From an optimization exercise on the open Yosys and OpenROAD flow, aimed at small area; shortcuts taken in it are not production practice. RTL that was checked went through simulation tests only; none was proved equivalent to the original. No functional check of the RTL was part of runs 4 to 7. The clock port is modelled as an ideal driver; clocking choices that lean on that would not hold on a real chip. No activity file was given, so power comes from the tool's default toggle rates.

$ cat run.sh
#!/bin/bash
# synth_recipe.tcl (not shown) runs the flow's synth.tcl, then flattens the netlist and writes it again
# the make line also repeats each setting of config.mk as NAME=value (left out here)
make -C /OpenROAD-flow-scripts/flow DESIGN_CONFIG=/design/flow/config.mk WORK_HOME=/design/flow/orfs CLKGATE_MAP_FILE= SYNTH_SCRIPT=/design/flow/synth_recipe.tcl finish
$ cat config.mk
export PLATFORM = sky130hd
export DESIGN_NAME = hex_to_decimal
export DESIGN_NICKNAME = hex_to_decimal
export VERILOG_FILES = /design/flow/design.v
export SDC_FILE = /design/flow/constraint.sdc
export NUM_CORES = 4
export LEC_CHECK = 0
export CAP_MARGIN = 20
export CORE_MARGIN = 2
export CORE_UTILIZATION = 40
export SLEW_MARGIN = 20
$ cat constraint.sdc
create_clock -name core_clock -period 3.0 [get_ports {CLK}]
set_input_delay 0.6000 -clock core_clock [delete_from_list [all_inputs] [get_ports {CLK}]]
set_output_delay 0.6000 -clock core_clock [all_outputs]
set_load 0.01 [all_outputs]
$ cat design.v
`timescale 1ns / 10ps
module hex_to_decimal(
	CLK,
	RST,
	INP_VALID,
	INP_HEX_DATA,
	OUT_DEC_DATA
);
parameter	IDLE		=	3'b000;
parameter	FIRST_SHIFT	=	3'b001;
parameter	SHIFTING	=	3'b010;
parameter	DONE		=	3'b011;
input	CLK;
input	RST;
input	INP_VALID;
input	[15:0]	INP_HEX_DATA;
output	[15:0]	OUT_DEC_DATA;
wire 	CLK;
wire	RST;
wire	INP_VALID;
wire	[15:0]	INP_HEX_DATA;
reg	[15:0]	OUT_DEC_DATA;
reg	[15:0]	local_dec_data;
reg	[15:0]	inp_data_reg;
reg	[15:0]	inp_conv_data;
reg	[2:0]	state;
reg	[3:0]	count;
always @(*)
begin
	if(inp_conv_data[3:0] > 4'h4)
		local_dec_data[3:0]	=	inp_conv_data[3:0]	+ 4'h3;
	else
		local_dec_data[3:0]	=	inp_conv_data[3:0];
	if(inp_conv_data[7:4] > 4'h4)
		local_dec_data[7:4]	=	inp_conv_data[7:4]	+ 4'h3;
	else
		local_dec_data[7:4]	=	inp_conv_data[7:4];
	if(inp_conv_data[11:8] > 4'h4)
		local_dec_data[11:8]	=	inp_conv_data[11:8]	+ 4'h3;
	else
		local_dec_data[11:8]	=	inp_conv_data[11:8];
	if(inp_conv_data[15:12] > 4'h4)
		local_dec_data[15:12]	=	inp_conv_data[15:12]	+ 4'h3;
	else
		local_dec_data[15:12]	=	inp_conv_data[15:12];
end
always @(posedge CLK or posedge RST)
begin
	if(RST)
	begin
		OUT_DEC_DATA	<=	16'h0000;
		inp_conv_data	<=	16'h0000;
		state		<=	3'b000;
		count		<=	4'h0;
	end
	else
	begin
		case(state)
			IDLE:
			begin
				if(INP_VALID)
					state		<=	FIRST_SHIFT;
				else
					state		<=	IDLE;
				count			<=	4'hF;
			end
			FIRST_SHIFT:
			begin
				if(INP_VALID)
					state		<=	FIRST_SHIFT;
				else
				begin
					inp_conv_data	<=	{13'h0, inp_data_reg[15:13]};		
					count		<=	4'hC;
					state		<=	SHIFTING;
				end
			end
			SHIFTING:
			begin
				if(INP_VALID)
					state		<=	FIRST_SHIFT;
				else
				begin
					inp_conv_data	<=	{local_dec_data[14:0], inp_data_reg[count]};		
					count		<=	count - 4'h1;
					if(count	==	0)
						state	<=	DONE;
					else
						state	<=	SHIFTING;
				end
			end
			DONE:
			begin
				OUT_DEC_DATA		<=	inp_conv_data;
				if(INP_VALID)
					state		<=	FIRST_SHIFT;
				else
					state		<=	IDLE;
			end
			default:	state		<=	IDLE;
		endcase
	end
end
always @(posedge CLK or posedge RST)
begin
	if(RST)
	begin
		inp_data_reg	<=	16'h0000;
	end
	else
	begin
		if(INP_VALID)
			inp_data_reg	<=	INP_HEX_DATA;
		else
			inp_data_reg	<=	inp_data_reg;
	end
end
endmodule
==> flow_summary.toml, run 1 <==
[route]
via_per_inst = 5.35
drtAntennaViolNets = 0
wire_per_inst_um = 14.3
vias = 1759
drt_first_pass_iters = 4
drc = 0
drtIter0Drc = 93
drt_wl_total_um = 4720

[yosys]
synth_top_flop_cell = "dfrtp_1"
async_reset_ff_share_pct = 100
synth-seq-cells = 54
synthCells = 218
seq_area_frac_synth_pct = 51.9
syn_area_um2 = 2600
synth_edf_count = 0
yosysWarnings = 1
ys_types = 38
synth.avg_cell_area_um2 = 11.9
synth_fp_nets = 247

[cts]
clk_latency_ps = 310
cts_resized = 0
h-tree-depth = 2
cts-root-buf = "clkbuf_8"
cts_inserted_buffers = 5
cts_tree = "yes"
clkTransAtPathRegs_ps = 90
clockBufferDepth = 2
hold_buffers = 0
post_cts_buffers = 0
clock-sinks = 54

[min_path]
holdPathEnd = "inp_data_reg[12]$_DFFE_PP0P_"
min_from = "inp_data_reg[12]$_DFFE_PP0P_"
hold_class = "register to register"
hold_path_depth = 1

[placed_design]
hpwl_um = 3300
portBuffers = 34
gp_congestion = 0.769

[power_and_ir_drop]
p_int_mw = 1.75
p_leak_nw = 1.41
p_per_area_nw_per_um2 = 821
p_sw_uw = 836
seqPwrFrac_pct = 41.9
power_mw = 2.59
clkPwrFrac_pct = 23.1
vdd.ir_drop.worst_mv = 0.358
p_comb_share_pct = 35.0
switching_share_pct = 32.3

[sta]
finalSetupTns_ps = 0
clock.fmax_mhz = 541
period_share_pct = 61.6
fin_crit_ps = 1850
tightest_slew_ps = 744
slew_headroom_pct = 50.4
final-hold-violation-count = 0
drv_slew = 0
setup_violations = 0
fin_skew_ps = 9.78
rsz0062_at_grt = "false"

[worst_setup_path]
required_ps = 3230
slowest_stage = "nor2_1"
cp.arrival_ps = 2080
critPathLaunchType = "register"
r2r-start = "state[0]$_DFF_PP0_"
rr_worst_depth = 6
end_kind = "register"
r2r_end = "count[0]$_DFFE_PP0P_"
cp_max_fo = 11
reg2reg_slack_ps = 1150
slowest_delay_ps = 470
worstSetupPathType = "register to register"
path_cells = "inv_1 -> ha_1 -> inv_2 -> nor2_1 -> a21oi_1 -> o21ai_0"

[grt]
grt_overflow = 0
antenna_found_initial = 0
grt_pass1_vias = 1738
grt_max_degree = 55
grt_util_met1_pct = 20.3
busiest_layer = "met2"
track_usage_pct = 14.7
grt_pass1_wl_um = 8490
grtUsageMet2_pct = 23.4
use_met3_pct = 3.44

[final_layout]
final_cell_mix = "54 x dfrtp_1, 34 x clkdlybuf4s50_1, 33 x mux2_2, 17 x inv_1"
final_common_cell = "dfrtp_1"
syn2layout_area_growth_pct = 20.9
layout.nets = 280
drive_above_1_share_pct = 19.8
antennaDiodeCount = 0

[die]
dieArea_um2 = 7170
core.rowCount = 29
pin_count = 35
core_um2 = 6310
die_h_um = 84.7
start_util_pct = 41.3
dieWidth_um = 84.7

[run_status]
outcome = "finished clean"

[job]
max-cap-violations = 0
-- synth_stat cells, types with 2 or more instances --
| library cell | instances | area [µm²] |
|---|---|---|
| mux2i_1 | 4 | 40.0 |
| clkbuf_1 | 3 | 11.3 |
| xnor2_1 | 3 | 26.3 |
| buf_2 | 7 | 35.0 |
| nand2b_1 | 2 | 12.5 |
| mux2_2 | 33 | 372 |
| mux4_1 | 2 | 52.6 |
| dfrtp_1 | 54 | 1350 |
| nor3_1 | 6 | 30.0 |
| o21ai_0 | 9 | 45.0 |
| nor2_1 | 10 | 37.5 |
| a22o_1 | 2 | 17.5 |
| o31ai_1 | 4 | 30.0 |
| o22ai_1 | 7 | 43.8 |
| nor4_1 | 3 | 18.8 |
| a21oi_1 | 9 | 45.0 |
| a31oi_1 | 2 | 12.5 |
| a32o_1 | 4 | 40.0 |
| nand2_1 | 5 | 18.8 |
| o21ai_1 | 5 | 25.0 |
| ha_1 | 10 | 125 |
| inv_1 | 18 | 67.6 |
-- worst max-delay path by stage --
stage / from / to / slack (ps) / depth (start not counted)
2_1_floorplan: RST / OUT_DEC_DATA[0]$_DFFE_PP0N_ / 1090 / 1
4_1_cts: state[0]$_DFF_PP0_ / count[0]$_DFFE_PP0P_ / 1110 / 6
3_3_place_gp: INP_VALID / inp_conv_data[7]$_DFFE_PP0P_ / 920 / 4
3_5_place_dp: INP_VALID / inp_conv_data[3]$_DFFE_PP0P_ / 870 / 4
6_report: state[0]$_DFF_PP0_ / count[0]$_DFFE_PP0P_ / 1150 / 6
5_1_grt: state[0]$_DFF_PP0_ / count[0]$_DFFE_PP0P_ / 980 / 6
-- per-stage QoR --
stage | cell area (µm²) | hold slack (ps) | setup WS (ps) | instances | util [%]
2_1_floorplan | 2610 | 472 | 1090 | 218 | -
3_3_place_gp | 3010 | 483 | 918 | 321 | 47.6
3_5_place_dp | 3010 | 488 | 866 | 321 | 47.6
4_1_cts | 3150 | 511 | 1110 | 329 | 49.9
5_1_grt | 3150 | 532 | 976 | 329 | 49.9
6_report | 3150 | 508 | 1150 | 329 | 49.9
-- power by group through the flow --
stage / clock (mW) / sequential [mW] / combinational (mW)
floorplan: 0 / 1.06 / 0.640
global route: 0.644 / 1.12 / 1.02
detailed placement: 0 / 1.10 / 0.915
global placement: 0 / 1.10 / 0.907
finish: 0.596 / 1.08 / 0.906
CTS: 0.613 / 1.09 / 0.919
-- kinds of logic (layout without fill, tap and decap cells) --
group                      Yosys count  count (layout)  share of synthesized area (%)
DFF                                 54              54                           51.9
AOI/OAI and AO/OA                   47              47                           11.8
muxes                               41              41                           19.1
and+or+nand+nor                     33              33                           6.49
buffers and inverters               30              64                           4.95
adders and majority gates           10              10                           4.80
xor gates and xnor gates             3               3                           1.01
-- layer usage --
metal / share of wire (%) / vias up
met4: 1.1 / 0
met2: 46 / 36
met1: 49 / 870
li1: - / 848
met3: 3.9 / 5
met5: 0 / -
-- area by class of cell --
class / instances / area (µm²)
clock buffers: 6 / 82.6
clock inverters: 2 / 60.1
fillers: 603 / 3160
inverters: 19 / 71.3
multi-input cells: 134 / 1120
flip-flops and latches: 54 / 1350
well taps: 77 / 96.3
repair buffers: 37 / 363
-- critical path, delay by kind of cell (launching register included) --
family          cells  cell delay (ps)
simple gates        1              470
flops               1              440
fa+ha+maj           1              390
compound gates      2              280
buf+inv             2              200
==> inputs of run 2 (changes only) <==
==> design.v (replaced) <==
module hex_to_decimal(
	input		CLK,
	input		RST,
	input		INP_VALID,
	input	[15:0]	INP_HEX_DATA,
	output reg [15:0] OUT_DEC_DATA
);
reg	[13:0]	bin;
reg	[15:0]	acc;
reg	[3:0]	cnt;
wire	done = (cnt == 4'd1);
function [3:0] dbl;
	input [3:0] x;
	begin
		dbl[3] = x[3] | (x[2] & (x[1] | x[0]));
		dbl[2] = (x[3] & x[0]) | (x[2] & ~x[1] & ~x[0]);
		dbl[1] = (x[1] & (~x[2] | x[0])) | (x[3] & ~x[0]);
		dbl[0] = (~x[3] & ~x[2] & x[0]) | (x[2] & x[1] & ~x[0]) | (x[3] & ~x[0]);
	end
endfunction
wire	[3:0]	a0 = dbl(acc[3:0]);
wire	[3:0]	a1 = dbl(acc[7:4]);
wire	[3:0]	a2 = dbl(acc[11:8]);
wire	[3:0]	a3 = dbl(acc[15:12]);
wire	[15:0]	step = {a3[2:0], a2[3], a2[2:0], a1[3], a1[2:0], a0[3], a0[2:0], bin[13]};
always @(posedge CLK)
begin
	if(INP_VALID)
	begin
		bin	<=	INP_HEX_DATA[13:0];
		acc	<=	{14'h0, INP_HEX_DATA[15:14]};
	end
	else
	begin
		bin	<=	{bin[12:0], INP_HEX_DATA[0]};
		acc	<=	step;
	end
end
always @(posedge CLK or posedge RST)
begin
	if(RST)
	begin
		cnt		<=	4'h0;
		OUT_DEC_DATA	<=	16'h0000;
	end
	else
	begin
		if(INP_VALID)
			cnt	<=	4'hF;
		else if(cnt != 4'h0)
			cnt	<=	cnt - 4'h1;
		if(done)
			OUT_DEC_DATA	<=	acc;
	end
end
endmodule
==> flow/run.sh (new file) <==
#!/bin/bash
# Standard ORFS layout, with the smallest buffer on every port and a clock tree
# without dummy loads.
set -euo pipefail
bash standard.sh \
  "BUFFER_PORTS_ARGS=-buffer_cell sky130_fd_sc_hd__buf_1" \
  "CTS_ARGS=-sink_clustering_enable -repair_clock_nets -dont_use_dummy_load -buf_list sky130_fd_sc_hd__clkbuf_8" \
  finish > make_finish.log 2>&1
==> standard.sh (new file) <==
#!/bin/bash
# synth_recipe.tcl (not shown) runs the flow's synth.tcl, then flattens the netlist and writes it again
# the make line also repeats each setting of config.mk as NAME=value (left out here)
make -C /OpenROAD-flow-scripts/flow DESIGN_CONFIG=/design/flow/config.mk WORK_HOME=/design/flow/orfs CLKGATE_MAP_FILE= SYNTH_SCRIPT=/design/flow/synth_recipe.tcl "${@:-finish}"
removed: run.sh
==> run 2 against run 1 <==
  * Routed wire length shrank 33%
  * Die area fell by 26%
  * Clock skew fell by 3.3 ps
  * Count of clock-buffer cells in the layout shrank 1
  * Via count fell by 31%
  * Utilization decreased by 2.0 points
  * Non-clock buffer count shrank 2
  * Still clean
  * Critical endpoint is now OUT_DEC_DATA[8]$_DFFE_PP0P_
  * Power is 56% lower
  * Hold slack got worse by 110 ps
==> flow_summary.toml, run 2 <==
[yosys]
yosys-top-cells-area = "dfxtp_1 32%, dfrtp_1 27%, mux2_2 18%"
yosysWarnings = 1
synth_top_cells_by_count = "30 x dfxtp_1, 30 x mux2_2, 20 x dfrtp_1, 12 x inv_1"
synth_top_area_cell = "dfxtp_1"
syn_area_um2 = 1890
async_reset_ff_share_pct = 40.0
synth_edf_count = 0
seq_area_frac_synth_pct = 58.4
synth_top_flop_cell = "dfxtp_1"
synth_fp_nets = 179
synth-seq-cells = 50
ys_types = 24
yosysTopAreaCellShare_pct = 31.8
synthCells = 157
synth.avg_cell_area_um2 = 12.0

[route]
drtAntennaViolNets = 0
drt_first_pass_iters = 4
via_per_inst = 4.95
wire_per_inst_um = 12.9
vias = 1207
drtIter0Drc = 29
drc = 0
drt_wl_total_um = 3140

[power_and_ir_drop]
p_per_area_nw_per_um2 = 529
p_comb_share_pct = 6.0
p_int_uw = 884
vdd.ir_drop.worst_mv = 0.369
switching_share_pct = 21.5
seqPwrFrac_pct = 63.8
clkPwrFrac_pct = 30.3
p_leak_nw = 0.864
p_sw_uw = 242

[final_layout]
drive_above_1_share_pct = 19.8
syn2layout_area_growth_pct = 12.7
largest_reg_flops = 16
top_register = "OUT_DEC_DATA"
antennaDiodeCount = 0
final_cell_mix = "34 x buf_1, 30 x mux2_2, 30 x dfxtp_1, 20 x dfrtp_1, 12 x inv_1"
fillCellCount = 426
final_common_cell = "buf_1"
fin_util_pct = 47.8
layout.nets = 216

[worst_setup_path]
cp.arrival_ps = 2040
end_kind = "register"
startpoint = "cnt[1]$_DFFE_PP0P_"
r2r-start = "cnt[1]$_DFFE_PP0P_"
path_cells = "inv_1 -> ha_1 -> nor3b_4 -> mux2_2"
crit_path_end = "OUT_DEC_DATA[8]$_DFFE_PP0P_"
worstSetupPathType = "register to register"
rr_worst_depth = 4
reg2reg_slack_ps = 1140
slowest_stage = "nor3b_4"
slowest_delay_ps = 690
critPathLaunchType = "register"
cp_max_fo = 16
r2r_end = "OUT_DEC_DATA[8]$_DFFE_PP0P_"
required_ps = 3170

[grt]
antenna_found_initial = 0
grt_pass1_wl_um = 5180
track_usage_pct = 12.6
grt_pass1_vias = 1202
grt_overflow = 0
grt_max_degree = 38

[die]
die_h_um = 72.7
pin_count = 35
dieArea_um2 = 5280
core.rowCount = 24
core_um2 = 4440
dieWidth_um = 72.7
start_util_pct = 42.5

[sta]
hold_slack_ps = 402
drv_slew = 0
setup_violations = 0
slew_headroom_pct = 45.0
final-hold-violation-count = 0
fin_skew_ps = 6.46
period_share_pct = 62.1
finalSetupTns_ps = 0
clock.fmax_mhz = 536
fin_crit_ps = 1860
rsz0062_at_grt = "false"
tightest_slew_ps = 823

[placed_design]
gp_congestion = 0.727
portBuffers = 34
hpwl_um = 2160

[cts]
hold_buffers = 0
clkTransAtPathRegs_ps = 70
clockBufferDepth = 2
cts_inserted_buffers = 5
cts_resized = 0
cts_tree = "yes"
clock-sinks = 50
h-tree-depth = 2
clk_latency_ps = 290
post_cts_buffers = 0
cts-root-buf = "clkbuf_8"

[min_path]
hold_class = "input pin to register"
hold_path_depth = 1

[job]
max-cap-violations = 0

[run_status]
outcome = "finished clean"
==> run 2: final cells by class <==
cell class                      count  area, µm²  share of cell area [%]
Sequential cell                    50       1100                    51.8
Multi-Input combinational cell     90        711                    33.4
Timing Repair Buffer               35        135                    6.36
Clock buffer                        5       68.8                    3.24
Tap cell                           52       65.1                    3.06
Inverter                           12       45.0                    2.12
==> run 2: power groups by stage <==
stage	Clock, mW	Combinational, mW	Sequential [mW]
5_1_grt	0.382	0.0764	0.721
4_1_cts	0.356	0.0682	0.717
6_report	0.341	0.0670	0.717
3_3_place_gp	0	0.0641	0.730
2_1_floorplan	0	0.0525	0.726
3_5_place_dp	0	0.0682	0.731
==> run 2: cells by family after synthesis <==
logic type / share of synthesized area (%)
xor gates and xnor gates: 0.464
muxes: 17.9
adders and majority gates: 1.99
and+or+nand+nor: 7.10
DFF: 58.4
AOI/OAI and AO/OA: 10.2
buffers and inverters: 3.98
==> run 2: layer usage <==
layer / share of wire, % / vias up / GRT usage, % / wire (µm)
li1: - / 608 / - / -
met1: 45 / 564 / 14.6 / 1420
met2: 47 / 30 / 20.6 / 1480
met3: 6.7 / 5 / 5.25 / 209
met4: 1.1 / 0 / 5.35 / 33
met5: 0 / - / 0 / 0
==> run 2: worst min path at each step <==
stage                         start  slack (ps)         endpoint
floorplan           bin[13]$_DFF_P_         430   acc[0]$_DFF_P_
global placement    bin[12]$_DFF_P_         430  bin[13]$_DFF_P_
detailed placement   bin[0]$_DFF_P_         440   bin[1]$_DFF_P_
CTS                 INP_HEX_DATA[0]         390   bin[0]$_DFF_P_
global route        INP_HEX_DATA[0]         390   bin[0]$_DFF_P_
finish              INP_HEX_DATA[0]         400   bin[0]$_DFF_P_
==> run 2: critical path: cells and delay by family, from the launching register on <==
| kind | cells | cell delay (ps) |
|---|---|---|
| DFF | 1 | 400 |
| muxes | 1 | 410 |
| and+or+nand+nor | 1 | 690 |
| buffers and inverters | 1 | 100 |
| adders and majority gates | 1 | 150 |
==> run 2: metrics by stage <==
stage	instances	instance area (µm²)	setup slack (ps)	power (mW)
2_1_floorplan	157	1890	1470	0.778
3_3_place_gp	239	2060	1210	0.794
3_5_place_dp	239	2060	1110	0.800
4_1_cts	244	2130	1120	1.14
5_1_grt	244	2130	993	1.18
6_report	244	2130	1140	1.13
==> inputs of run 3 (changes only) <==
==> run.sh (new file) <==
#!/bin/bash
# synth_recipe.tcl (not shown) runs the flow's synth.tcl, then flattens the netlist and writes it again
# the make line also repeats each setting of config.mk as NAME=value (left out here)
make -C /OpenROAD-flow-scripts/flow DESIGN_CONFIG=/design/flow/config.mk WORK_HOME=/design/flow/orfs CLKGATE_MAP_FILE= SYNTH_SCRIPT=/design/flow/synth_recipe.tcl finish
removed: flow/run.sh
removed: standard.sh
==> run 3 against run 2 <==
  * Still clean on timing, DRC and antenna
  * Register-to-register slack worse by 40 ps
  * Non-clock buffer count grew 1
  * Routed wire length is 0.60% higher
  * Via count is 4.9% higher
  * Highest routed layer unchanged
==> flow_summary.toml, run 3 <==
[run_status]
outcome = "finished clean"

[route]
vias = 1266
drc = 0
drtIter0Drc = 68
drtAntennaViolNets = 0
drt_first_pass_iters = 4
via_per_inst = 5.10
wire_per_inst_um = 12.7
drt_wl_total_um = 3160

[worst_setup_path]
end_kind = "register"
reg2reg_slack_ps = 1090
required_ps = 3170
r2r_end = "OUT_DEC_DATA[4]$_DFFE_PP0P_"
cp.arrival_ps = 2080
r2r-start = "cnt[1]$_DFFE_PP0P_"
cp_max_fo = 16
rr_worst_depth = 4
critPathLaunchType = "register"
worstSetupPathType = "register to register"

[sta]
worst_slack_ps = 1090
slew_headroom_pct = 43.0
period_share_pct = 63.5
finalSetupTns_ps = 0
clock.fmax_mhz = 525
tightest_slew_ps = 854
setup_violations = 0
drv_slew = 0
fin_crit_ps = 1910
rsz0062_at_grt = "false"
final-hold-violation-count = 0
fin_skew_ps = 9.79
hold_slack_ps = 458

[min_path]
min_from = "bin[5]$_DFF_P_"
hold_path_depth = 1
hold_class = "register to register"
holdPathEnd = "bin[6]$_DFF_P_"

[cts]
cts_resized = 0
clkTransAtPathRegs_ps = 90
hold_buffers = 0
clock-sinks = 50
clockBufferDepth = 2
h-tree-depth = 2
cts_tree = "yes"
cts_inserted_buffers = 5
clk_latency_ps = 290
post_cts_buffers = 0
cts-root-buf = "clkbuf_8"

[final_layout]
multi_input_area_um2 = 711
final_common_cell = "clkdlybuf4s50_1"
drive_above_1_share_pct = 20.9
fillCellCount = 400
antennaDiodeCount = 0
syn2layout_area_growth_pct = 26.9
seq_area_um2 = 1100
layout.nets = 217
top_register = "OUT_DEC_DATA"
largest_reg_flops = 16
final_cell_mix = "34 x clkdlybuf4s50_1, 30 x mux2_2, 30 x dfxtp_1, 20 x dfrtp_1, 12 x inv_1"

[grt]
grt_pass1_wl_um = 5310
grt_overflow = 0
grt_max_degree = 21
antenna_found_initial = 0
grt_pass1_vias = 1235
track_usage_pct = 13.3

[yosys]
async_reset_ff_share_pct = 40.0
ys_types = 24
yosysWarnings = 1
synth_top_flop_cell = "dfxtp_1"
synth_fp_nets = 179
synth.avg_cell_area_um2 = 12.0
synthCells = 157
synth_edf_count = 0
syn_area_um2 = 1890
yosys-top-cells-area = "dfxtp_1 32%, dfrtp_1 27%, mux2_2 18%"
synth-seq-cells = 50
yosysTopAreaCellShare_pct = 31.8
synth_top_area_cell = "dfxtp_1"
seq_area_frac_synth_pct = 58.4
synth_top_cells_by_count = "30 x dfxtp_1, 30 x mux2_2, 20 x dfrtp_1, 12 x inv_1"

[placed_design]
portBuffers = 34
hpwl_um = 2200
dp_slack_ps = 782
gp_congestion = 0.698

[job]
max-cap-violations = 0

[power_and_ir_drop]
p_leak_nw = 0.976
p_per_area_nw_per_um2 = 535
vdd.ir_drop.worst_mv = 0.269

[die]
dieArea_um2 = 5280
core_um2 = 4440
dieWidth_um = 72.7
start_util_pct = 42.5
die_h_um = 72.7
core.rowCount = 24
pin_count = 35
## run 3: cell counts after synthesis
No cell type changed its count.
## run 3: worst max path at each step
| stage | start | cells past startpoint | slack [ps] | end |
|---|---|---|---|---|
| 2_1_floorplan | cnt[1]$_DFFE_PP0P_ | 5 | 1470 | OUT_DEC_DATA[0]$_DFFE_PP0P_ |
| 3_3_place_gp | INP_VALID | 5 | 840 | acc[5]$_SDFF_PP0_ |
| 3_5_place_dp | INP_VALID | 4 | 780 | acc[1]$_DFF_P_ |
| 4_1_cts | cnt[1]$_DFFE_PP0P_ | 4 | 1050 | OUT_DEC_DATA[4]$_DFFE_PP0P_ |
| 5_1_grt | cnt[1]$_DFFE_PP0P_ | 4 | 960 | OUT_DEC_DATA[4]$_DFFE_PP0P_ |
| 6_report | cnt[1]$_DFFE_PP0P_ | 4 | 1090 | OUT_DEC_DATA[4]$_DFFE_PP0P_ |
## run 3: area by class of cell
class                      count  share of cell area, %
sequential                    50                   46.0
timing repair buffer          36                   14.8
tap                           52                   2.72
clock inverter                 1                   1.25
clock buffer                   7                   3.61
multi-input combinational     90                   29.7
inverter                      12                   1.88
## run 3: where the power goes
part	internal, mW	switching, mW	leakage, nW
sequential	0.697	0.0193	0.511
combinational	0.0521	0.0319	0.407
clock	0.272	0.208	0.0585
total	1.02	0.260	0.976
## run 3: logic make-up (layout without fill, tap and decap cells)
logic type | after synthesis | count (layout) | share of synthesized area [%]
AND/OR/NAND/NOR | 24 | 24 | 7.10
XOR/XNOR | 1 | 1 | 0.464
buffers and inverters | 17 | 56 | 3.98
adder cells (fa/ha/maj) | 3 | 3 | 1.99
AO/OA/AOI/OAI | 32 | 32 | 10.2
flip-flops | 50 | 50 | 58.4
multiplexers | 30 | 30 | 17.9
## run 3: per-layer routing
metal	vias up	share of wire, %	global-route usage (%)
met2	36	48	22.3
li1	616	-	-
met4	0	1.3	5.97
met3	4	7.8	5.25
met5	-	0	0
met1	610	43	14.8
## run 3: metrics by stage
step | area, µm² | power [mW] | util (%) | std cells
final | 2390 | 1.28 | 53.9 | 248
after global routing | 2390 | 1.34 | 53.9 | 248
after CTS | 2390 | 1.29 | 53.9 | 248
after floorplan | 1890 | 0.778 | - | 157
after detailed placement | 2280 | 0.817 | 51.2 | 240
after global placement | 2280 | 0.811 | 51.2 | 240
## run 3: critical path, cell delays in order, from the launching register on
cell and delay (ps):
dfrtp_1 400, inv_1 100, ha_1 150, nor3b_4 720
mux2_2 420
==> inputs of run 4 (changes only) <==
==> design.v (replaced) <==
module hex_to_decimal(
	input		CLK,
	input		RST,
	input		INP_VALID,
	input	[15:0]	INP_HEX_DATA,
	output reg [15:0] OUT_DEC_DATA
);
reg	[18:0]	sr;
reg	[3:0]	cnt;
wire	done = (cnt == 4'd14);
wire	en1 = (cnt >= 4'd3);
wire	en2 = (cnt >= 4'd7);
wire	en3 = (cnt >= 4'd11);
function [3:0] dbl;
	input [3:0] x;
	input en;
	begin
		if(en)
		begin
			dbl[3] = x[3] | (x[2] & (x[1] | x[0]));
			dbl[2] = (x[3] & x[0]) | (x[2] & ~x[1] & ~x[0]);
			dbl[1] = (x[1] & (~x[2] | x[0])) | (x[3] & ~x[0]);
			dbl[0] = (~x[3] & ~x[2] & x[0]) | (x[2] & x[1] & ~x[0]) | (x[3] & ~x[0]);
		end
		else
			dbl = x;
	end
endfunction
wire	[3:0]	d0 = dbl(sr[3:0], 1'b1);
wire	[3:0]	d1 = dbl(sr[7:4], en1);
wire	[3:0]	d2 = dbl(sr[11:8], en2);
wire	[3:0]	d3 = dbl(sr[15:12], en3);
wire	[18:0]	step = {sr[17:16], d3, d2, d1, d0, sr[18]};
always @(posedge CLK)
begin
	if(INP_VALID)
		sr	<=	{INP_HEX_DATA[13:0], 3'b000, INP_HEX_DATA[15:14]};
	else
		sr	<=	step;
end
always @(posedge CLK or posedge RST)
begin
	if(RST)
	begin
		cnt		<=	4'hF;
		OUT_DEC_DATA	<=	16'h0000;
	end
	else
	begin
		if(INP_VALID)
			cnt	<=	4'h0;
		else if(cnt != 4'hF)
			cnt	<=	cnt + 4'h1;
		if(done)
			OUT_DEC_DATA	<=	sr[15:0];
	end
end
endmodule
==> flow/run.sh (new file) <==
#!/bin/bash
# Standard ORFS layout, with the smallest buffer on every port and a clock tree
# without dummy loads.
set -euo pipefail
bash standard.sh \
  "BUFFER_PORTS_ARGS=-buffer_cell sky130_fd_sc_hd__buf_1" \
  "CTS_ARGS=-sink_clustering_enable -repair_clock_nets -dont_use_dummy_load -buf_list sky130_fd_sc_hd__clkbuf_8" \
  finish > make_finish.log 2>&1
==> standard.sh (new file) <==
#!/bin/bash
# synth_recipe.tcl (not shown) runs the flow's synth.tcl, then flattens the netlist and writes it again
# the make line also repeats each setting of config.mk as NAME=value (left out here)
make -C /OpenROAD-flow-scripts/flow DESIGN_CONFIG=/design/flow/config.mk WORK_HOME=/design/flow/orfs CLKGATE_MAP_FILE= SYNTH_SCRIPT=/design/flow/synth_recipe.tcl "${@:-finish}"
removed: run.sh
==> run 4 against run 3 <==
  * Maximum frequency grew 12%
  * Area after synthesis down 5.6%
  * Sequential share of layout area about the same
  * Hold slack got worse by 38 ps
  * Highest routed layer unchanged
  * Largest cell class unchanged
  * Routed wire length rose by 3.0%
  * Sequential power is 15% lower
  * Clock skew up 7.1 ps
==> flow_summary.toml, run 4 <==
[die]
die_h_um = 70.7
dieWidth_um = 70.7
core_um2 = 4320
pin_count = 35
core.rowCount = 24
dieArea_um2 = 5000
start_util_pct = 41.2

[yosys]
syn_area_um2 = 1780
yosysWarnings = 1
synth_top_flop_cell = "dfxtp_1"
yosysTopAreaCellShare_pct = 22.5
synth_fp_nets = 188
synth_edf_count = 3
yosys-top-cells-area = "dfrtp_1 22%, dfxtp_1 18%, mux2_4 8.4%"
async_reset_ff_share_pct = 51.3
synth_top_cells_by_count = "19 x o21ai_0, 16 x dfrtp_1, 16 x dfxtp_1, 12 x nand2_1, 11 x nor2_1"
synth.avg_cell_area_um2 = 10.7
seq_area_frac_synth_pct = 51.4
synth-seq-cells = 39
synth_top_area_cell = "dfrtp_1"
yosysMostFrequentCell = "o21ai_0"
ys_types = 41
synthCells = 167

[final_layout]
layout.nets = 222
fin_util_pct = 46.0
syn2layout_area_growth_pct = 11.8
antennaDiodeCount = 0
fillCellCount = 427
drive_above_1_share_pct = 16.1
final_cell_mix = "34 x buf_1, 19 x o21ai_0, 16 x dfrtp_1, 16 x dfxtp_1, 12 x nand2_1"
final_common_cell = "buf_1"

[worst_setup_path]
cp.arrival_ps = 1730
worstSetupPathType = "register to register"
critPathLaunchType = "register"
required_ps = 3030
slowest_stage = "dfstp_2"
rr_worst_depth = 3
reg2reg_slack_ps = 1300
r2r-start = "cnt[0]$_DFFE_PP1P_"
path_cells = "ha_1 -> a21oi_1 -> or3_1"
cp_max_fo = 10
slowest_delay_ps = 570
end_kind = "register"

[placed_design]
gp_congestion = 0.756
portBuffers = 34
hpwl_um = 2330

[sta]
fin_crit_ps = 1700
fin_skew_ps = 16.9
clock.fmax_mhz = 587
final-hold-violation-count = 0
setup_violations = 0
finalSetupTns_ps = 0
slew_headroom_pct = 48.0
tightest_slew_ps = 780
period_share_pct = 56.8
rsz0062_at_grt = "false"
drv_slew = 0

[grt]
grt_overflow = 0
grt_pass1_wl_um = 5490
grt_pass1_vias = 1195
grt_max_degree = 22
track_usage_pct = 14.2
antenna_found_initial = 0

[cts]
post_cts_buffers = 0
clk_latency_ps = 290
clkTransAtPathRegs_ps = 80
cts-root-buf = "clkbuf_8"
h-tree-depth = 2
clock-sinks = 39
cts_tree = "yes"
cts_resized = 0
cts_inserted_buffers = 5
hold_buffers = 0
clockBufferDepth = 2

[power_and_ir_drop]
p_int_uw = 771
seqPwrFrac_pct = 59.2
switching_share_pct = 25.0
p_comb_share_pct = 10.3
p_leak_nw = 0.851
clkPwrFrac_pct = 30.5
p_sw_uw = 257
vdd.ir_drop.worst_mv = 0.165
p_per_area_nw_per_um2 = 517

[route]
drt_wl_total_um = 3260
via_per_inst = 5.11
wire_per_inst_um = 13.0
drt_first_pass_iters = 5
drc = 0
drtAntennaViolNets = 0
drtIter0Drc = 83
vias = 1282

[run_status]
outcome = "finished clean"

[job]
max-cap-violations = 0

[min_path]
hold_class = "input pin to asynchronous set/reset pin"
-- run 4: changes by cell type after synthesis, moves of 4 or more --
cell,change
o21ai_0,+10
mux2_2,-26
dfxtp_1,-14
a31oi_1,+5
dfrtp_1,-4
nand2_1,+12
dfstp_2,+4
mux2_4,+10
-- run 4: cell type report --
class	instances	area (µm²)	share of cell area, %
Clock buffer	5	68.8	3.46
Inverter	10	37.5	1.89
Multi-Input combinational cell	109	761	38.2
Sequential cell	39	916	46.0
Tap cell	52	65.1	3.27
Timing Repair Buffer	36	143	7.17
-- run 4: kinds of logic after synthesis --
kind of cell / synth area share, %
fa+ha+maj: 1.41
flops: 51.4
compound gates: 16.3
simple gates: 13.6
mux: 11.0
buf+inv: 5.83
xor+xnor: 0.492
-- run 4: worst max-delay path by stage --
stage,slack (ps),cells past startpoint,to,from
2_1_floorplan,1500,5,sr[14]$_DFF_P_,cnt[0]$_DFFE_PP1P_
3_3_place_gp,1100,4,sr[13]$_DFF_P_,INP_VALID
3_5_place_dp,1080,4,sr[13]$_DFF_P_,INP_VALID
4_1_cts,1290,3,register,cnt[0]$_DFFE_PP1P_
5_1_grt,1180,4,register,cnt[0]$_DFFE_PP1P_
6_report,1300,3,register,cnt[0]$_DFFE_PP1P_
-- run 4: stage by stage --
| stage | instance area (µm²) | power (mW) | worst slack [ps] | instances | hold slack [ps] |
|---|---|---|---|---|---|
| global route | 1990 | 1.08 | 1180 | 251 | 482 |
| detailed placement | 1920 | 0.726 | 1080 | 246 | 447 |
| global placement | 1920 | 0.726 | 1100 | 246 | 436 |
| finish | 1990 | 1.03 | 1300 | 251 | 419 |
| CTS | 1990 | 1.04 | 1290 | 251 | 450 |
| floorplan | 1780 | 0.692 | 1500 | 167 | 434 |
-- run 4: critical path, delay by kind of cell, from the launching register on --
| kind | cells | cell delay [ps] |
|---|---|---|
| adders and majority gates | 1 | 380 |
| DFF | 1 | 570 |
| and+or+nand+nor | 1 | 330 |
| AOI/OAI and AO/OA | 1 | 170 |
-- run 4: power groups by stage --
| stage | combinational (mW) | clock, mW | sequential (mW) |
|---|---|---|---|
| floorplan | 0.0824 | 0 | 0.609 |
| global placement | 0.107 | 0 | 0.619 |
| detailed placement | 0.107 | 0 | 0.619 |
| CTS | 0.108 | 0.324 | 0.608 |
| global route | 0.122 | 0.345 | 0.616 |
| finish | 0.106 | 0.314 | 0.609 |
-- run 4: per-layer routing --
layer	track usage (%)	vias up	wire length [µm]
met1	19.0	592	1550
met5	0	-	0
li1	-	654	-
met3	4.27	4	156
met4	6.50	0	34
met2	21.1	32	1510
==> inputs of run 5 (changes only) <==
==> flow/run.sh (replaced) <==
#!/bin/bash
# Standard ORFS layout, with the smallest buffer on every port, logic cells
# shrunk to their smallest size after placement (the repair steps then fix
# what needs it), and a clock tree without dummy loads.
set -euo pipefail
here=$(pwd)
bash standard.sh \
  "BUFFER_PORTS_ARGS=-buffer_cell sky130_fd_sc_hd__buf_1" \
  "POST_GLOBAL_PLACE_TCL=$here/flow/downsize.tcl" \
  "CTS_ARGS=-sink_clustering_enable -repair_clock_nets -dont_use_dummy_load -buf_list sky130_fd_sc_hd__clkbuf_4 sky130_fd_sc_hd__clkbuf_8" \
  finish > make_finish.log 2>&1
==> flow/downsize.tcl (new file) <==
# Swap every logic cell for the smallest cell with the same function; the
# repair steps that follow fix any slew, capacitance or timing this breaks.
proc my_downsize {} {
  set n 0
  foreach inst [get_cells *] {
    set lc [get_lib_cells -of_objects $inst]
    set name [get_name $lc]
    if {[string match *dfxtp* $name] || [string match *df*tp* $name] || [string match *clkbuf* $name] || [string match *tap* $name]} { continue }
    set best $lc
    set best_area [get_property $lc area]
    set equivs [sta::equiv_cells $lc]
    if {$equivs eq ""} { continue }
    foreach e $equivs {
      set en [get_name $e]
      if {[string match *lpflow* $en] || [string match *probe* $en] || [string match *clk* $en]} { continue }
      set a [get_property $e area]
      if {$a < $best_area - 1e-6} { set best $e; set best_area $a }
    }
    if {$best ne $lc} {
      replace_cell $inst $best
      incr n
    }
  }
  puts "my_downsize: resized $n cells"
}
my_downsize
==> run 5 against run 4 <==
  * The flow now stops in global placement
  * Area after synthesis did not move
  * Synthesized cell count did not move
==> flow_summary.toml, run 5 <==
[die]
core.rowCount = 24
start_util_pct = 41.2
die_h_um = 70.7
pin_count = 35
dieWidth_um = 70.7

[run_status]
haltStage = "global placement"
outcome = "did not finish"
tool.error = "Error: global_place.tcl, 78 Wrong number of arguments :sta::equiv_cells cell1 cell2  argument 2"

[yosys]
seq_area_frac_synth_pct = 51.4
synthCells = 167
synth_top_family_by_area = "compound AO/OA/AOI/OAI gates"
synth_fp_nets = 188
synth.avg_cell_area_um2 = 10.7
synthMuxAreaShare_pct = 11.0
synth_edf_count = 3
async_reset_ff_share_pct = 51.3
yosysTopAreaCellShare_pct = 22.5
synthAdderAreaFrac_pct = 1.41
synth_compound_area_share_pct = 16.3
yosysMostFrequentCell = "o21ai_0"
synth-seq-cells = 39
synth_top_area_cell = "dfrtp_1"
synth_top_flop_cell = "dfxtp_1"
yosysWarnings = 1
yosys-top-cells-area = "dfrtp_1 22%, dfxtp_1 18%, mux2_4 8.4%"
ys_types = 41
syn_area_um2 = 1780
synthSimpleGateAreaFrac_pct = 13.6
yosys.area_share.xor_xnor_pct = 0.492
synth_top_cells_by_count = "19 x o21ai_0, 16 x dfrtp_1, 16 x dfxtp_1, 12 x nand2_1, 11 x nor2_1"

[placed_design]
portBuffers = 34
run 5: cell counts after synthesis:
No cell type changed its count.
run 5: cells by family after synthesis:
family                   count (synthesis)
flip-flops                              39
XOR/XNOR                                 1
multiplexers                            14
AND/OR/NAND/NOR                         45
adder cells (fa/ha/maj)                  2
AO/OA/AOI/OAI                           47
buffers and inverters                   19
==> inputs of run 6 (changes only) <==
--- a/flow/downsize.tcl
+++ b/flow/downsize.tcl
@@ -10,5 +10,5 @@
     set best_area [get_property $lc area]
-    set equivs [sta::equiv_cells $lc]
-    if {$equivs eq ""} { continue }
-    foreach e $equivs {
+    if {![regexp {^(.*)_[0-9]+$} $name -> base]} { continue }
+    foreach e [get_lib_cells */${base}_*] {
+      if {![sta::equiv_cells $lc $e]} { continue }
       set en [get_name $e]
==> run 6 against run 5 <==
  * The run again fails in global placement
  * Synthesized cell count unchanged
  * Area after synthesis unchanged
==> flow_summary.toml, run 6 <==
[yosys]
syn_area_um2 = 1780
synth_top_flop_cell = "dfxtp_1"
synth_edf_count = 3
synthSimpleGateAreaFrac_pct = 13.6
synth_compound_area_share_pct = 16.3
synth_top_area_cell = "dfrtp_1"
yosysWarnings = 1
synth-seq-cells = 39
seq_area_frac_synth_pct = 51.4
synthMuxAreaShare_pct = 11.0
synth_top_cells_by_count = "19 x o21ai_0, 16 x dfrtp_1, 16 x dfxtp_1, 12 x nand2_1, 11 x nor2_1"
synthCells = 167
synth_fp_nets = 188
ys_types = 41
synthAdderAreaFrac_pct = 1.41
synth_top_family_by_area = "compound AO/OA/AOI/OAI gates"
yosysMostFrequentCell = "o21ai_0"
async_reset_ff_share_pct = 51.3
yosys-top-cells-area = "dfrtp_1 22%, dfxtp_1 18%, mux2_4 8.4%"
yosys.area_share.xor_xnor_pct = 0.492
yosysTopAreaCellShare_pct = 22.5
synth.avg_cell_area_um2 = 10.7

[run_status]
tool.error = "[ERROR STA-2204] get_property NULL is not an object."
outcome = "did not finish"
haltStage = "global placement"

[die]
start_util_pct = 41.2
pin_count = 35
core.rowCount = 24
dieWidth_um = 70.7
die_h_um = 70.7

[placed_design]
portBuffers = 34
-- run 6: cell counts after synthesis --
Identical to the previous run, type by type.
-- run 6: cell families after synthesis --
logic type	Yosys count
muxes	14
xor gates and xnor gates	1
buffers and inverters	19
AOI/OAI and AO/OA	47
and+or+nand+nor	45
adders and majority gates	2
DFF	39
==> inputs of run 7 (changes only) <==
--- a/flow/downsize.tcl
+++ b/flow/downsize.tcl
@@ -5,3 +5,4 @@
   foreach inst [get_cells *] {
-    set lc [get_lib_cells -of_objects $inst]
+    set lc [get_lib_cells -quiet -of_objects $inst]
+    if {$lc eq "" || $lc eq "NULL"} { continue }
     set name [get_name $lc]
==> run 7 against run 6 <==
  * The run fails in clock tree synthesis
  * Synthesized cell count is the same
  * Area after synthesis is the same
==> flow_summary.toml, run 7 <==
[run_status]
outcome = "did not finish"
haltStage = "clock tree synthesis"
tool.error = "[ERROR STA-0564] clock_tree_synthesis positional arguments not supported."

[yosys]
syn_area_um2 = 1780
synth_top_cells_by_count = "19 x o21ai_0, 16 x dfrtp_1, 16 x dfxtp_1, 12 x nand2_1, 11 x nor2_1"
synth.avg_cell_area_um2 = 10.7
synth-seq-cells = 39
synth_fp_nets = 188
synthCells = 167
yosys-top-cells-area = "dfrtp_1 22%, dfxtp_1 18%, mux2_4 8.4%"
async_reset_ff_share_pct = 51.3
yosysTopAreaCellShare_pct = 22.5
ys_types = 41
yosysWarnings = 1
synth_top_flop_cell = "dfxtp_1"
yosysMostFrequentCell = "o21ai_0"
synth_top_area_cell = "dfrtp_1"
synth_edf_count = 3
seq_area_frac_synth_pct = 51.4

[die]
dieWidth_um = 70.7
core.rowCount = 24
start_util_pct = 41.2
die_h_um = 70.7
pin_count = 35

[placed_design]
dp.cells = 246
portBuffers = 34
hpwl_um = 2290
-- run 7: cell counts after synthesis --
Identical to the previous run, type by type.
-- run 7: worst max path at each step --
| stage | startpoint | to | slack, ps | cells after the start |
|---|---|---|---|---|
| 2_1_floorplan | cnt[0]$_DFFE_PP1P_ | sr[14]$_DFF_P_ | 1500 | 5 |
| 3_3_place_gp | INP_VALID | sr[13]$_DFF_P_ | 1100 | 4 |
| 3_5_place_dp | INP_VALID | sr[13]$_DFF_P_ | 900 | 4 |
-- run 7: power groups by stage --
stage	logic (mW)	registers [mW]	clock network, mW
after floorplan	0.0824	0.609	0
after global placement	0.107	0.619	0
after detailed placement	0.0998	0.617	0
-- run 7: per-stage QoR --
stage	cell area, µm²	total power, mW	worst slack, ps	util (%)	hold WS (ps)
floorplan	1780	0.692	1500	-	434
detailed placement	1850	0.717	897	42.8	443
global placement	1920	0.726	1100	44.4	436
-- run 7: kinds of logic after synthesis --
family,share of synthesized area (%)
simple gates,13.6
mux,11.0
compound gates,16.3
fa+ha+maj,1.41
xor+xnor,0.492
flops,51.4
buf+inv,5.83
==> inputs of run 8 (changes only) <==
==> design.v (replaced) <==
module hex_to_decimal(
	input		CLK,
	input		RST,
	input		INP_VALID,
	input	[15:0]	INP_HEX_DATA,
	output reg [15:0] OUT_DEC_DATA
);
reg	[18:0]	sr;
reg	[3:0]	cnt;
wire	done = &cnt;
wire	en1 = cnt[3] | cnt[2];
wire	en2 = cnt[3];
wire	en3 = cnt[3] & cnt[2];
function [3:0] dbl;
	input [3:0] x;
	input en;
	reg c;
	begin
		c = en & (x[3] | (x[2] & (x[1] | x[0])));
		dbl[3] = x[3] | c;
		dbl[2] = c ? (x[3] & x[0]) : x[2];
		dbl[1] = c ? ~(x[1] ^ x[0]) : x[1];
		dbl[0] = x[0] ^ c;
	end
endfunction
wire	[3:0]	d0 = dbl(sr[3:0], 1'b1);
wire	[3:0]	d1 = dbl(sr[7:4], en1);
wire	[3:0]	d2 = dbl(sr[11:8], en2);
wire	[3:0]	d3 = dbl(sr[15:12], en3);
wire	[18:0]	step = {sr[17:15], d3[2:0], d2, d1, d0, sr[18]};
always @(posedge CLK)
begin
	if(INP_VALID)
		sr	<=	{INP_HEX_DATA[13:0], 3'b000, INP_HEX_DATA[15:14]};
	else
		sr	<=	step;
end
always @(posedge CLK or posedge RST)
begin
	if(RST)
	begin
		cnt		<=	4'h0;
		OUT_DEC_DATA	<=	16'h0000;
	end
	else
	begin
		cnt[0]	<=	INP_VALID | ((|cnt[3:1]) & ~cnt[0]);
		cnt[1]	<=	~INP_VALID & (cnt[1] ^ cnt[0]);
		cnt[2]	<=	~INP_VALID & (cnt[2] ^ (cnt[1] & cnt[0]));
		cnt[3]	<=	~INP_VALID & (cnt[3] ^ (cnt[2] & cnt[1] & cnt[0]));
		if(done)
			OUT_DEC_DATA	<=	sr[15:0];
	end
end
endmodule
==> flow/run.sh (replaced) <==
#!/bin/bash
# The standard ORFS layout, with three changes that only save area:
#  - synthesis maps the logic with an area-oriented ABC script (flow/area.abc);
#  - every port gets the smallest buffer, sky130_fd_sc_hd__buf_1;
#  - after global placement every logic cell is swapped for the smallest cell
#    of the same function (flow/downsize.tcl); the repair steps after it fix
#    any slew, capacitance or timing this breaks;
#  - the clock tree is built without dummy loads.
# Each tool's output stays in orfs/logs/, and make's in make_*.log here.
set -euo pipefail
here=$(pwd)
export FLOW_ABC_SCRIPT=$here/flow/area.abc
export FLOW_SYNTH_TCL=$here/synth_recipe.tcl
bash standard.sh "SYNTH_SCRIPT=$here/flow/synth.tcl" synth > make_synth.log 2>&1
bash standard.sh \
  "SYNTH_SCRIPT=$here/flow/synth.tcl" \
  "BUFFER_PORTS_ARGS=-buffer_cell sky130_fd_sc_hd__buf_1" \
  "POST_GLOBAL_PLACE_TCL=$here/flow/downsize.tcl" \
  "CTS_ARGS=-sink_clustering_enable -repair_clock_nets -dont_use_dummy_load -buf_list {sky130_fd_sc_hd__clkbuf_4 sky130_fd_sc_hd__clkbuf_8}" \
  finish > make_finish.log 2>&1
==> flow/area.abc (new file) <==
strash
dch -f
map -a -D 100000
strash
dch -f
map -a -D 100000
==> flow/synth.tcl (new file) <==
# The standard synthesis (synth_recipe.tcl), with the logic mapped by an
# area-oriented ABC script instead of ORFS's speed script, and no adder
# extraction. Registers are
# mapped before ABC runs, so they come out exactly as in the standard run.
proc abc {args} {
  set i [lsearch -exact $args -script]
  if {$i >= 0} {
    lset args [expr {$i + 1}] $::env(FLOW_ABC_SCRIPT)
  }
  yosys abc {*}$args
}
# Half and full adders are left to ABC too: extract_fa's picks are larger
# here than what ABC makes of the same logic.
proc extract_fa {args} {}
source $::env(FLOW_SYNTH_TCL)
==> run 8 against run 7 <==
  * Now clean on timing, DRC and antenna
  * Area after synthesis is 18% lower
  * Synthesized cell count increased by 3.6%
==> flow_summary.toml, run 8 <==
[yosys]
yosysMostFrequentCell = "nand2_1"
async_reset_ff_share_pct = 51.3
synth-seq-cells = 39
synth.avg_cell_area_um2 = 8.47
yosysWarnings = 1
synth_edf_count = 0
synthCells = 173
yosys-top-cells-area = "dfrtp_1 34%, dfxtp_1 26%, nand2_1 16%"
synth_top_cells_by_count = "61 x nand2_1, 23 x o21ai_0, 20 x dfrtp_1, 19 x dfxtp_1, 18 x nor2_1"
syn_area_um2 = 1470
synth_top_area_cell = "dfrtp_1"
synth_top_flop_cell = "dfrtp_1"
ys_types = 12
synth_fp_nets = 192
seq_area_frac_synth_pct = 60.1
yosysTopAreaCellShare_pct = 34.2

[cts]
cts-root-buf = "clkbuf_4"
clockBufferDepth = 2
clkTransAtPathRegs_ps = 120
cts_resized = 0
clk_latency_ps = 350
cts_inserted_buffers = 5
clock-sinks = 39
hold_buffers = 0
post_cts_buffers = 0
h-tree-depth = 2
cts_tree = "yes"

[die]
start_util_pct = 42.9
core_um2 = 3420
dieArea_um2 = 4160
dieWidth_um = 64.5
pin_count = 35
die_h_um = 64.5
core.rowCount = 21

[route]
drt_first_pass_iters = 4
drc = 0
wl_met2_um = 1420
drtIter0Drc = 98
vias = 1229
met1_length_um = 1440
dr.max_layer_used = "met4"
drt_wl_total_um = 3030
dr_wl_met3_um = 130
drtAntennaViolNets = 0
wire_per_inst_um = 11.7
via_per_inst = 4.75

[sta]
slew_headroom_pct = 45.6
finalSetupTns_ps = 0
worst_slack_ps = 983
hold_slack_ps = 244
fin_skew_ps = 21.6
clock.fmax_mhz = 496
drv_slew = 0
rsz0062_at_grt = "false"
setup_violations = 0
final-hold-violation-count = 0
fin_crit_ps = 2020
tightest_slew_ps = 816
period_share_pct = 67.2

[run_status]
outcome = "finished clean"

[final_layout]
fin_area_um2 = 1690
largest_reg_flops = 19
drive_above_1_share_pct = 2.82
syn2layout_area_growth_pct = 15.5
final_cell_mix = "61 x nand2_1, 35 x buf_1, 23 x o21ai_0, 20 x dfrtp_1, 19 x dfxtp_1"
layout.cells.non_filler = 259
antennaDiodeCount = 0
final_common_cell = "nand2_1"
top_register = "sr"
fillCellCount = 368
layout.nets = 234
fin_util_pct = 49.5

[power_and_ir_drop]
p_per_area_nw_per_um2 = 543
p_leak_nw = 0.766
power_uw = 918
vdd.ir_drop.worst_mv = 0.247

[placed_design]
hpwl_um = 2190
dp.cells = 254
dp_slack_ps = 600
placed_cell_area_um2 = 1650
portBuffers = 34

[min_path]
hold_class = "input pin to asynchronous set/reset pin"

[worst_setup_path]
critPathLaunchType = "input pin"
worstSetupPathType = "input pin to register"
reg2reg_slack_ps = 1070
r2r-start = "cnt[1]$_DFF_PP0_"
end_kind = "register"
required_ps = 3220
r2r_end = "OUT_DEC_DATA[14]$_DFFE_PP0P_"
cp_max_fo = 22
cp.arrival_ps = 2240
rr_worst_depth = 6

[grt]
antenna_found_initial = 0
grt_pass1_vias = 1179
grt_max_degree = 26
grt_pass1_wl_um = 5220
grt_overflow = 0
track_usage_pct = 16.4

[job]
max-cap-violations = 0
[run 8: changes by cell type after synthesis, moves of 5 or more]
cell,previous run,this run
nand2b_1,5,0
nand2_1,12,61
inv_1,10,0
clkinv_1,0,15
nor2_1,11,18
mux2_4,10,0
[run 8: cells by family after synthesis]
| kind of cell | after synthesis | synth area share (%) |
|---|---|---|
| and+or+nand+nor | 80 | 20.7 |
| DFF | 39 | 60.1 |
| AOI/OAI and AO/OA | 36 | 13.6 |
| buffers and inverters | 15 | 3.84 |
| xor gates and xnor gates | 3 | 1.79 |
[run 8: critical path, cell delays in order]
cell and delay, ps:
buf_1 60, buf_1 610, clkinv_1 650, o21ai_0 230, nor2_1 70
[run 8: final cells by class]
type                            count  area, µm²  share of cell area [%]
Clock buffer                        5       37.5                    2.22
Multi-Input combinational cell    119        528                    31.2
Tap cell                           46       57.6                    3.40
Timing Repair Buffer               35        131                    7.77
Sequential cell                    39        881                    52.1
Inverter                           15       56.3                    3.33
[run 8: how the worst max path moves through the flow]
| stage | start | to | slack [ps] | cells past startpoint |
|---|---|---|---|---|
| after floorplan | cnt[1]$_DFF_PP0_ | OUT_DEC_DATA[10]$_DFFE_PP0P_ | 1540 | 6 |
| after global placement | cnt[1]$_DFF_PP0_ | OUT_DEC_DATA[4]$_DFFE_PP0P_ | 1030 | 6 |
| after detailed placement | INP_VALID | sr[1]$_DFF_P_ | 600 | 5 |
| after CTS | INP_VALID | cnt[3]$_DFF_PP0_ | 970 | 5 |
| after global routing | INP_VALID | sr[8]$_DFF_P_ | 700 | 5 |
| final | INP_VALID | cnt[1]$_DFF_PP0_ | 980 | 5 |
[run 8: where the power goes]
part / switching [mW] / internal [mW] / leakage, nW / total (mW)
logic: 0.0631 / 0.0387 / 0.309 / 0.102
clock network: 0.149 / 0.0783 / 0.0230 / 0.227
registers: 0.0274 / 0.562 / 0.434 / 0.589
total: 0.239 / 0.679 / 0.766 / 0.918
[run 8: layer usage]
metal / global-route usage (%) / up-vias
met5: 0 / -
met4: 6.38 / 0
met3: 4.34 / 4
met2: 26.4 / 33
met1: 21.0 / 551
li1: - / 641
==> inputs of run 9 (changes only) <==
--- a/design.v
+++ b/design.v
@@ -7,3 +7,4 @@
 );
-reg	[18:0]	sr;
+reg	[18:0]	sr_n;	 
+wire	[18:0]	sr = ~sr_n;
 reg	[3:0]	cnt;
@@ -33,5 +34,5 @@
 	if(INP_VALID)
-		sr	<=	{INP_HEX_DATA[13:0], 3'b000, INP_HEX_DATA[15:14]};
+		sr_n	<=	~{INP_HEX_DATA[13:0], 3'b000, INP_HEX_DATA[15:14]};
 	else
-		sr	<=	step;
+		sr_n	<=	~step;
 end
--- a/flow/run.sh
+++ b/flow/run.sh
@@ -18,2 +18,3 @@
   "POST_GLOBAL_PLACE_TCL=$here/flow/downsize.tcl" \
+  "POST_CTS_TCL=$here/flow/downsize.tcl" \
   "CTS_ARGS=-sink_clustering_enable -repair_clock_nets -dont_use_dummy_load -buf_list {sky130_fd_sc_hd__clkbuf_4 sky130_fd_sc_hd__clkbuf_8}" \
==> run 9 against run 8 <==
  * Power increased by 3.4%
  * Flip-flop and latch count unchanged
  * Hold slack better by 16 ps
  * Register-to-register slack got worse by 240 ps
  * Still clean
  * Cell count decreased by 3.9%
  * First-iteration DRC count shrank 20%
  * Area after synthesis is 2.1% lower
  * Combinational power up 13%
  * Largest cell class unchanged
  * Clock power grew 2%
  * Global-route usage fell by 0.48 points
  * Worst setup slack got worse by 150 ps
==> flow_summary.toml, run 9 <==
[run_status]
outcome = "finished clean"

[die]
dieArea_um2 = 4080
dieWidth_um = 63.9
core.rowCount = 21
core_um2 = 3390
pin_count = 35
die_h_um = 63.9
start_util_pct = 42.3

[yosys]
yosysWarnings = 1
synth_top_flop_cell = "dfrtp_1"
async_reset_ff_share_pct = 51.3
seq_area_frac_synth_pct = 61.4
yosysMostFrequentCell = "nor2_1"
yosys-top-cells-area = "dfrtp_1 35%, dfxtp_1 27%, nor2_1 9.7%"
synthCells = 162
synth.avg_cell_area_um2 = 8.85
syn_area_um2 = 1430
synth_fp_nets = 181
synth_top_area_cell = "dfrtp_1"
synth_top_cells_by_count = "37 x nor2_1, 24 x a21oi_1, 20 x dfrtp_1, 19 x dfxtp_1, 18 x nand2_1"
yosysTopAreaCellShare_pct = 34.9
synth_edf_count = 0
synth-seq-cells = 39
ys_types = 14

[sta]
period_share_pct = 72.3
clock.fmax_mhz = 461
final-hold-violation-count = 0
rsz0062_at_grt = "false"
slew_headroom_pct = 40.4
setup_violations = 0
finalSetupTns_ps = 0
hold_slack_ps = 260
worst_slack_ps = 831
tightest_slew_ps = 894
fin_skew_ps = 4.07
drv_slew = 0
fin_crit_ps = 2170

[grt]
grt_overflow = 0
track_usage_pct = 15.9
grt_pass1_vias = 1116
grt_max_degree = 25
antenna_found_initial = 0
grt_pass1_wl_um = 4950

[cts]
cts_tree = "yes"
clock-sinks = 39
clkTransAtPathRegs_ps = 100
clk_latency_ps = 330

[final_layout]
syn2layout_area_growth_pct = 16.2
drive_above_1_share_pct = 2.96
fin_area_um2 = 1670
layout.nets = 224
final_cell_mix = "37 x nor2_1, 36 x buf_1, 24 x a21oi_1, 20 x dfrtp_1, 19 x dfxtp_1"
antennaDiodeCount = 0
top_register = "sr_n"
final_common_cell = "nor2_1"
fin_util_pct = 49.2
layout.cells.non_filler = 249
largest_reg_flops = 19

[worst_setup_path]
critPathLaunchType = "register"
cp_max_fo = 23
worstSetupPathType = "register to register"
required_ps = 3190
end_kind = "register"
cp.arrival_ps = 2360

[route]
drtAntennaViolNets = 0
vias = 1221
drc = 0
drt_wl_total_um = 2920
wire_per_inst_um = 11.7
drt_first_pass_iters = 5
via_per_inst = 4.90
drtIter0Drc = 78

[min_path]
hold_class = "input pin to asynchronous set/reset pin"

[power_and_ir_drop]
power_uw = 949
p_leak_nw = 0.709
vdd.ir_drop.worst_mv = 0.319
p_per_area_nw_per_um2 = 569

[placed_design]
dp_slack_ps = 415
portBuffers = 34
dp.cells = 244
hpwl_um = 2070
placed_cell_area_um2 = 1620

[job]
max-cap-violations = 0
## run 9: changes by cell type after synthesis, sizes merged, moves of 2 or more
cell | before | now
o22ai | 0 | 7
o21ai | 23 | 16
nand3 | 0 | 2
nand2 | 61 | 18
a21oi | 5 | 24
nor3 | 0 | 2
a31oi | 4 | 0
clkinv | 15 | 13
nor2 | 18 | 37
xor2 | 3 | 0
a32oi | 3 | 0
## run 9: final timing paths
kind	cells after the start	end	slack, ps	start
setup / recovery	4	OUT_DEC_DATA[4]$_DFFE_PP0P_	830	cnt[3]$_DFF_PP0_
hold / removal	2	cnt[2]$_DFF_PP0_	260	RST
setup reg to reg	4	OUT_DEC_DATA[4]$_DFFE_PP0P_	830	cnt[3]$_DFF_PP0_
hold reg to reg	1	OUT_DEC_DATA[14]$_DFFE_PP0P_	440	sr_n[14]$_DFF_P_
max in group asynchronous	2	OUT_DEC_DATA[5]$_DFFE_PP0P_	2380	RST
min in group core_clock	2	sr_n[16]$_DFF_P_	420	INP_HEX_DATA[11]
## run 9: logic make-up (layout without fill, tap and decap cells)
logic type,after synthesis,count (layout),share of synthesized area (%)
AO/OA/AOI/OAI,50,50,18.8
AND/OR/NAND/NOR,60,60,16.3
buffers and inverters,13,54,3.40
flip-flops,39,39,61.4
## run 9: worst max-delay path, cell delays in order, from the launching register on
cell,delay (ps)
dfrtp_1,410
clkinv_1,150
nor3_2,550
buf_1,740
a21oi_1,160
## run 9: cell type report
class / count / area (µm²)
fill: 369 / 1720
sequential: 39 / 881
multi-input combinational: 110 / 507
timing repair buffer: 36 / 135
tap: 46 / 57.6
inverter: 13 / 48.8
clock buffer: 5 / 37.5
## run 9: report_power, final
part | internal, mW | switching [mW] | leakage [nW]
registers | 0.568 | 0.0354 | 0.433
logic | 0.0461 | 0.0690 | 0.253
clock network | 0.0784 | 0.152 | 0.0230
## run 9: metal layers
metal,vias to the layer above,GRT usage [%],wire length (µm)
li1,630,-,-
met1,559,18.5,1290
met2,27,27.1,1440
met3,5,5.28,141
met4,0,5.71,48
met5,-,0,0
==> inputs of run 10 (changes only) <==
==> flow/area.abc (replaced) <==
strash
&get -n
&dch -f
&nf -a -p
&put
strash
&get -n
&dch -f
&nf -a -p
&put
strash
&get -n
&dch -f
&nf -a -p
&put
==> run 10 against run 9 <==
  * Clock skew up 17 ps
  * Count of clock-buffer cells in the layout stayed put
  * Register-to-register slack improved by 520 ps
  * Area after synthesis is 1.0% lower
  * Routed wire length shrank 4.9%
  * Via count is 6.7% lower
  * Cell count shrank 8.0%
==> flow_summary.toml, run 10 <==
[placed_design]
hpwl_um = 1920
portBuffers = 34
placed_cell_area_um2 = 1610
dp_slack_ps = 561
dp.cells = 224

[grt]
track_usage_pct = 15.0
grt_max_degree = 34
grt_overflow = 0
antenna_found_initial = 0
grt_pass1_wl_um = 4750
grt_pass1_vias = 1106

[worst_setup_path]
r2r_end = "OUT_DEC_DATA[10]$_DFFE_PP0P_"
r2r-start = "cnt[2]$_DFF_PP0_"
worstSetupPathType = "input pin to register"
reg2reg_slack_ps = 1350
required_ps = 3190
cp_max_fo = 20
rr_worst_depth = 4
crit_path_end = "sr_n[12]$_DFF_P_"
critPathLaunchType = "input pin"
end_kind = "register"
startpoint = "INP_VALID"
cp.arrival_ps = 2250

[run_status]
outcome = "finished clean"

[job]
max-cap-violations = 0

[sta]
finalSetupTns_ps = 0
tightest_slew_ps = 873
setup_violations = 0
slew_headroom_pct = 41.6
clock.fmax_mhz = 484
fin_crit_ps = 2070
final-hold-violation-count = 0
fin_skew_ps = 21.3
hold_slack_ps = 236
drv_slew = 0
worst_slack_ps = 934
period_share_pct = 68.9
rsz0062_at_grt = "false"

[min_path]
hold_class = "input pin to asynchronous set/reset pin"

[power_and_ir_drop]
power_uw = 943
p_per_area_nw_per_um2 = 573
vdd.ir_drop.worst_mv = 0.249
p_leak_nw = 0.696

[yosys]
yosys-top-cells-area = "dfrtp_1 35%, dfxtp_1 27%, o21ai_0 7.8%"
seq_area_frac_synth_pct = 62.1
synthAdderAreaFrac_pct = 0
synth.avg_cell_area_um2 = 9.92
synth-seq-cells = 39
syn_area_um2 = 1420
synthCells = 143
yosysWarnings = 1
synthSimpleGateAreaFrac_pct = 11.8
synth_top_area_cell = "dfrtp_1"
synth_top_cells_by_count = "23 x nand2_1, 22 x o21ai_0, 20 x dfrtp_1, 19 x dfxtp_1, 14 x nor2_1"
yosysMostFrequentCell = "nand2_1"
synth_edf_count = 0
synth_top_family_by_area = "compound AO/OA/AOI/OAI gates"
synth_top_flop_cell = "dfrtp_1"
synth_fp_nets = 162
yosysTopAreaCellShare_pct = 35.3
ys_types = 19
synth_compound_area_share_pct = 23.5
async_reset_ff_share_pct = 51.3
yosys.area_share.xor_xnor_pct = 0.617
synthMuxAreaShare_pct = 1.41

[route]
drtIter0Drc = 77
drtAntennaViolNets = 0
wire_per_inst_um = 12.1
drc = 0
drt_first_pass_iters = 4
via_per_inst = 4.97
drt_wl_total_um = 2770
vias = 1139

[final_layout]
fin_util_pct = 48.9
top_register = "sr_n"
layout.cells.non_filler = 229
final_common_cell = "buf_1"
final_cell_mix = "35 x buf_1, 23 x nand2_1, 22 x o21ai_0, 20 x dfrtp_1, 19 x dfxtp_1"
syn2layout_area_growth_pct = 16.0
layout.nets = 204
largest_reg_flops = 19
drive_above_1_share_pct = 2.73
fin_area_um2 = 1650
antennaDiodeCount = 0

[cts]
clkTransAtPathRegs_ps = 110
clk_latency_ps = 340
clock-sinks = 39
cts_tree = "yes"

[die]
die_h_um = 63.6
dieArea_um2 = 4040
dieWidth_um = 63.6
start_util_pct = 42.2
core.rowCount = 21
pin_count = 35
core_um2 = 3360
[run 10: cell types whose count changed after synthesis, moves of 2 or more]
cell      change
mux2i_1       +2
a21oi_1      -12
o21ai_0       +6
a21o_1        +7
nor2_1       -23
nand2_1       +5
clkinv_1     -11
o22ai_1       +3
a31o_1        +2
nand3_1       -2
[run 10: logic make-up (layout without fill, tap and decap cells)]
group           after synthesis  count (layout)
compound gates               57              57
xor+xnor                      1               1
buf+inv                       2              42
flops                        39              39
mux                           2               2
simple gates                 42              42
[run 10: metal layers]
metal | track usage (%) | wire, µm
met2 | 26.2 | 1300
met3 | 4.46 | 148
met5 | 0 | 0
met1 | 17.0 | 1280
met4 | 6.52 | 43
[run 10: cell type report]
class	count	area [µm²]
timing repair buffer	35	131
inverter	2	7.51
clock buffer	5	37.5
tap	46	57.6
sequential	39	881
multi-input combinational	102	531
fill	356	1720
[run 10: worst min path at each step]
stage | startpoint | to | slack [ps]
global route | RST | OUT_DEC_DATA[4]$_DFFE_PP0P_ | 290
finish | RST | OUT_DEC_DATA[4]$_DFFE_PP0P_ | 240
detailed placement | sr_n[17]$_DFF_P_ | sr_n[18]$_DFF_P_ | 450
floorplan | sr_n[18]$_DFF_P_ | sr_n[0]$_DFF_P_ | 440
global placement | sr_n[17]$_DFF_P_ | sr_n[18]$_DFF_P_ | 440
[run 10: where the power goes]
part	internal, mW	total, mW	switching [mW]
Sequential	0.565	0.604	0.0396
Combinational	0.0474	0.105	0.0577
Clock	0.0784	0.233	0.155
[run 10: worst max-delay path, cell delays in order]
cell,delay [ps]
buf_1,60
buf_1,580
clkinv_1,710
nand2_1,210
o22ai_1,80

## what the ideal ports hide
No port has a modelled driver above. Below, the same layouts with a new extraction and two added sets of constraints.
Step 1 (the two cells are an assumption about what drives the block):
set clk [get_ports {CLK}]
set_driving_cell -lib_cell sky130_fd_sc_hd__clkbuf_16 $clk
set_driving_cell -lib_cell sky130_fd_sc_hd__buf_2 [delete_from_list [all_inputs] $clk]
Step 2 adds t to the input delays and takes it off the output delays; t is the mean of the earliest and latest rising clock arrival at the registers after step 1. Input paths then give back, and output paths get back, about the clock's delay inside the block.
Three values: ideal ports, drivers, drivers and shift; two values: the first two.
run	shift t [ns]	slack for setup (ns)	worst data-port slew with drivers (ns)
run 1	0.330	1.153 / 1.153 / 0.902	0.03
run 2	0.311	1.136 / 1.136 / 1.136	0.03
run 3	0.317	1.095 / 1.095 / 0.784	0.03
run 4	0.307	1.296 / 1.296 / 1.121	0.03
run 8	0.355	0.983 / 0.981 / 0.625	0.04
run 9	0.354	0.831 / 0.831 / 0.610	0.03
run 10	0.355	0.934 / 0.930 / 0.575	0.03
After both steps setup and hold are still met in every run listed. For run 10, which loses most, drivers alone change the setup slack by -0.004 ns; drivers and shift together by -0.359 ns.
